What follows belongs to an exercise in optimizing a design on an open flow for small area and a short achievable clock period; a production flow would make more cautious choices.
Where RTL was checked, it was by simulation tests only, not by an equivalence proof against the original.
Power and IR drop assume default switching activity.

## top_level
module top_level (
    input wire clk,
    input wire rst_n,
    input  wire [15:0] axi_awaddr,
    input  wire        axi_awvalid,
    output wire        axi_awready,
    input  wire [2:0]  axi_awprot,
    input  wire [31:0] axi_wdata,
    input  wire [3:0]  axi_wstrb,
    input  wire        axi_wvalid,
    output wire        axi_wready,
    output wire [1:0]  axi_bresp,
    output wire        axi_bvalid,
    input  wire        axi_bready,
    input  wire [15:0] axi_araddr,
    input  wire        axi_arvalid,
    output wire        axi_arready,
    input  wire [2:0]  axi_arprot,
    output wire [31:0] axi_rdata,
    output wire [1:0]  axi_rresp,
    output wire        axi_rvalid,
    input  wire        axi_rready,
    output wire [31:0] mem_addr,
    output wire [15:0] mem_wdata,
    input  wire [15:0] mem_rdata,
    output wire        mem_we,
    output wire        mem_oe,
    output wire        mem_ce,
    input  wire        mem_ready,
    output wire [7:0]  led_status,
    output wire        led_error,
    output wire        irq_out
);
For scale: ~1400 cells after synthesis, roughly 490 flip-flops, about 200 I/O pins.
Settings: LEC_CHECK=0, CAP_MARGIN=10, CORE_MARGIN=2, CORE_UTILIZATION=45, GPL_ROUTABILITY_DRIVEN=1, PLACE_DENSITY=0.6, SLEW_MARGIN=10, BUFFER_PORTS_ARGS=-buffer_cell sky130_fd_sc_hd__buf_1, CTS_ARGS=-sink_clustering_enable -repair_clock_nets -dont_use_dummy_load -buf_list sky130_fd_sc_hd__clkbuf_16 -sink_clustering_size 32 -sink_clustering_max_diameter 70; clock period 300.0 ns.
standard.sh (not shown) runs the stock make flow with config.mk's settings and CLKGATE_MAP_FILE= SYNTH_SCRIPT=/design/flow/synth_recipe.tcl, a recipe that flattens the netlist after the stock synthesis.
==> flow/flow/run.sh <==
#!/bin/bash
# Own layout flow: the standard ORFS flow (standard.sh), with buf_1 as
# the port buffer cell and CTS without dummy loads.
set -euo pipefail
cd "$(dirname "$0")/.."
{
  echo 'export BUFFER_PORTS_ARGS = -buffer_cell sky130_fd_sc_hd__buf_1'
  echo 'export CTS_ARGS = -sink_clustering_enable -repair_clock_nets -dont_use_dummy_load -buf_list sky130_fd_sc_hd__clkbuf_16 -sink_clustering_size 32 -sink_clustering_max_diameter 70'
} >> config.mk
bash standard.sh > standard_flow.log 2>&1
The first run completed without violations.
Next try:
==> flow/flow/run.sh (replaced) <==
#!/bin/bash
# Own layout flow: the standard ORFS flow (standard.sh), with buf_1 as
# the port buffer cell and CTS without dummy loads.
set -euo pipefail
cd "$(dirname "$0")/.."
{
  echo 'export BUFFER_PORTS_ARGS = -buffer_cell sky130_fd_sc_hd__buf_1'
  echo 'export CTS_ARGS = -sink_clustering_enable -repair_clock_nets -dont_use_dummy_load -buf_list sky130_fd_sc_hd__clkbuf_16 -sink_clustering_size 30 -sink_clustering_max_diameter 100'
} >> config.mk
bash standard.sh > standard_flow.log 2>&1
Settings changed: CTS_ARGS -sink_clustering_enable -repair_clock_nets -dont_use_dummy_load -buf_list sky130_fd_sc_hd__clkbuf_16 -sink_clustering_size 32 -sink_clustering_max_diameter 70 to -sink_clustering_enable -repair_clock_nets -dont_use_dummy_load -buf_list sky130_fd_sc_hd__clkbuf_16 -sink_clustering_size 30 -sink_clustering_max_diameter 100.
What happened:
- routed wire length is about the same
- sequential power is about the same
- clock skew falls by 8.6 ps
- utilization is lower by 0.45 points
- maximum frequency stays the same
- synthesized area stays the same
- design area decreases slightly
- first-iteration DRC count shrinks by a few percent
- sequential cell count does not change
- worst setup slack is unchanged
No functional check of the RTL was part of any run of this note.

* * *

Starting RTL as in the previous note.
make LEC_CHECK=0 CAP_MARGIN=10 CORE_MARGIN=2 CORE_UTILIZATION=45 CTS_BUF_LIST=sky130_fd_sc_hd__clkbuf_16 CTS_CLUSTER_DIAMETER=70 CTS_CLUSTER_SIZE=32 GPL_ROUTABILITY_DRIVEN=1 PLACE_DENSITY=0.6 SLEW_MARGIN=10 finish   # period 300.0 ns
run.sh (not shown) runs the stock make flow with config.mk's settings and CLKGATE_MAP_FILE= SYNTH_SCRIPT=/design/flow/synth_recipe.tcl, a recipe that flattens the netlist after the stock synthesis.
Stock flow here: none of the scripts above is used.
The baseline went through all stages and came out clean.
Then changed:
==> flow/flow/run.sh (new file) <==
#!/bin/bash
# Own layout flow: the standard ORFS flow, with small port buffers
# (buf_1 instead of the default pick) and CTS without dummy loads.
set -euo pipefail
cd "$(dirname "$0")/.."
{
  echo 'export BUFFER_PORTS_ARGS = -buffer_cell sky130_fd_sc_hd__buf_1'
} >> config.mk
bash standard.sh > standard_flow.log 2>&1
==> flow/standard.sh (new file) <==
#!/bin/bash
# synth_recipe.tcl (not shown) runs the flow's synth.tcl, then flattens the netlist and writes it again
# the make line also repeats each setting of config.mk as NAME=value (left out here)
make -C /OpenROAD-flow-scripts/flow DESIGN_CONFIG=/design/flow/config.mk WORK_HOME=/design/flow/orfs CLKGATE_MAP_FILE= SYNTH_SCRIPT=/design/flow/synth_recipe.tcl "${@:-finish}"
BUFFER_PORTS_ARGS = -buffer_cell sky130_fd_sc_hd__buf_1   (was unset)
removed: flow/run.sh
The changed run produced a clean layout.
Cell count is unchanged.
Routed wire length went down slightly.
Total power went down slightly.
Setup slack is unchanged.
Area after synthesis stays the same.
Then changed:
==> flow/flow/run.sh (replaced) <==
#!/bin/bash
# Own layout flow: the standard ORFS flow (standard.sh), with buf_1 as
# the port buffer cell and CTS without dummy loads.
set -euo pipefail
cd "$(dirname "$0")/.."
{
  echo 'export BUFFER_PORTS_ARGS = -buffer_cell sky130_fd_sc_hd__buf_1'
  echo 'export CTS_ARGS = -sink_clustering_enable -repair_clock_nets -dont_use_dummy_load -buf_list sky130_fd_sc_hd__clkbuf_16 -sink_clustering_size 40 -sink_clustering_max_diameter 50'
} >> config.mk
bash standard.sh > standard_flow.log 2>&1
CORE_UTILIZATION = 70   (was 45)
CTS_ARGS = -sink_clustering_enable -repair_clock_nets -dont_use_dummy_load -buf_list sky130_fd_sc_hd__clkbuf_16 -sink_clustering_size 40 -sink_clustering_max_diameter 50   (was unset)
CTS_BUF_LIST = unset   (was sky130_fd_sc_hd__clkbuf_16)
CTS_CLUSTER_DIAMETER = unset   (was 70)
CTS_CLUSTER_SIZE = unset   (was 32)
PLACE_DENSITY = 0.8   (was 0.6)
Power went down by a few percent.
Routed wire length went down by a little under a tenth.
Maximum frequency is unchanged.
Worst setup slack stays the same.
Synthesized area does not change.
Clock power went down by a little under a tenth.
Die area went down by a quarter to a third.
Combinational power is about the same.
Then changed:
==> flow/run.sh (new file) <==
#!/bin/bash
# synth_recipe.tcl (not shown) runs the flow's synth.tcl, then flattens the netlist and writes it again
# the make line also repeats each setting of config.mk as NAME=value (left out here)
make -C /OpenROAD-flow-scripts/flow DESIGN_CONFIG=/design/flow/config.mk WORK_HOME=/design/flow/orfs CLKGATE_MAP_FILE= SYNTH_SCRIPT=/design/flow/synth_recipe.tcl finish
BUFFER_PORTS_ARGS = unset   (was -buffer_cell sky130_fd_sc_hd__buf_1)
CORE_UTILIZATION = 45   (was 70)
CTS_ARGS = unset   (was -sink_clustering_enable -repair_clock_nets -dont_use_dummy_load -buf_list sky130_fd_sc_hd__clkbuf_16 -sink_clustering_size 40 -sink_clustering_max_diameter 50)
CTS_BUF_LIST = sky130_fd_sc_hd__clkbuf_16   (was unset)
CTS_CLUSTER_DIAMETER = 55   (was unset)
CTS_CLUSTER_SIZE = 45   (was unset)
PLACE_DENSITY = 0.6   (was 0.8)
removed: flow/flow/run.sh
removed: flow/standard.sh
Result: Cell count rose by 12%. Sequential power barely changes. Power increases by 8.4%. Synthesized area stays the same. Critical path depth stays the same. Flip-flop and latch count is unchanged. Combinational power went up by 36%. Clock skew decreases by 0.035 ns.
Then changed:
CTS_BUF_LIST = sky130_fd_sc_hd__clkbuf_8   (was sky130_fd_sc_hd__clkbuf_16)
CTS_CLUSTER_DIAMETER = 50   (was 55)
CTS_CLUSTER_SIZE = 16   (was 45)
The changed run ran to the end with no violations.
Maximum frequency does not change.
Via count goes up slightly.
Total power goes down by a few percent.
Cell area goes down slightly.
No functional check of the RTL was part of any run of this note.

* * *

== fjord ==
top_level, a different RTL version from the one above (not shown whole).
Size: about 1,400 cells after synthesis, ~490 flip-flops, roughly 200 I/O pins.
export LEC_CHECK = 0
export CAP_MARGIN = 10
export CORE_MARGIN = 2
export CORE_UTILIZATION = 45
export GPL_ROUTABILITY_DRIVEN = 1
export PLACE_DENSITY = 0.6
export SLEW_MARGIN = 10
export BUFFER_PORTS_ARGS = -buffer_cell sky130_fd_sc_hd__buf_1
export CTS_ARGS = -sink_clustering_enable -repair_clock_nets -dont_use_dummy_load -buf_list sky130_fd_sc_hd__clkbuf_16 -sink_clustering_size 30 -sink_clustering_max_diameter 100
create_clock -name core_clock -period 300.0 [get_ports {clk}]
standard.sh (not shown) runs the stock make flow with config.mk's settings and CLKGATE_MAP_FILE= SYNTH_SCRIPT=/design/flow/synth_recipe.tcl, a recipe that flattens the netlist after the stock synthesis.
==> flow/flow/run.sh <==
#!/bin/bash
# Own layout flow: the standard ORFS flow (standard.sh), with buf_1 as
# the port buffer cell and CTS without dummy loads.
set -euo pipefail
cd "$(dirname "$0")/.."
{
  echo 'export BUFFER_PORTS_ARGS = -buffer_cell sky130_fd_sc_hd__buf_1'
  echo 'export CTS_ARGS = -sink_clustering_enable -repair_clock_nets -dont_use_dummy_load -buf_list sky130_fd_sc_hd__clkbuf_16 -sink_clustering_size 30 -sink_clustering_max_diameter 100'
} >> config.mk
bash standard.sh > standard_flow.log 2>&1
No stage failed in fjord, and the final checks on the layout all came back clean.
For garnet, these inputs were changed with respect to fjord:
Settings: swapping 45 for 65 in CORE_UTILIZATION; swapping 10 for 0 in SLEW_MARGIN; swapping 10 for 0 in CAP_MARGIN; putting GPL_TIMING_DRIVEN at 0 where nothing was set; swapping 0.6 for 0.75 in PLACE_DENSITY.
==> run summary <==
- Comparing garnet against fjord, there is no change at all in final-layout clock buffer total.
- In the tables for fjord and garnet, via count of the first global-routing pass reads lower with fjord.
- [garnet vs fjord] clock transition at the registers of the reported paths: lower in garnet
- Per the comparison of garnet with fjord, maximum clock rate flat; clock network fraction of design power saw a decrease; area used by multi-input combinational logic shows a reduction of about 0.6%.
- Taking fjord as the reference, in garnet die outline height decreased by 16% relative to the old numbers, cell area reported after detailed placement climbed about 3.6%.
- Utilization (higher): garnet

## separate check: timing with driven ports
The flow's constraints put no driver on any port. The routed layouts listed below were extracted and timed again, unchanged, in two steps.
Step 1 sets driving cells, clkbuf_16 on the clock port and buf_2 on the other inputs (assumed; they add their load-dependent delay and slew).
Step 2 adds t to the input delays and takes it off the output delays; t is the mean of the earliest and latest rising clock arrival at the registers after step 1. Input paths then give back, and output paths get back, about the clock's delay inside the block.
Three values: ideal ports, drivers, drivers and shift; two values: the first two.
run	t (ns)	slack for setup (ns)	worst setup path at the end	worst slew at a driven data input, ns
the first run of note 1	0.615	180.000 / 179.957 / 179.957	input to output	0.10
the second run of note 1	0.595	180.000 / 179.957 / 179.957	input to output	0.09
the first run of note 2	0.647	180.000 / 179.957 / 179.957	input to output	0.08
the second run of note 2	0.643	180.000 / 179.957 / 179.957	input to output	0.10
the third run of note 2	0.556	180.000 / 179.959 / 179.959	input to output	0.09
the fourth run of note 2	0.608	180.000 / 179.957 / 179.957	input to output	0.08
the fifth run of note 2	0.684	180.000 / 179.957 / 179.957	input to output	0.08
fjord	0.584	180.000 / 179.959 / 179.959	input to output	0.08
garnet	0.589	179.784 / 179.763 / 179.763	input to output	0.06
After both steps every run listed still meets setup and hold.
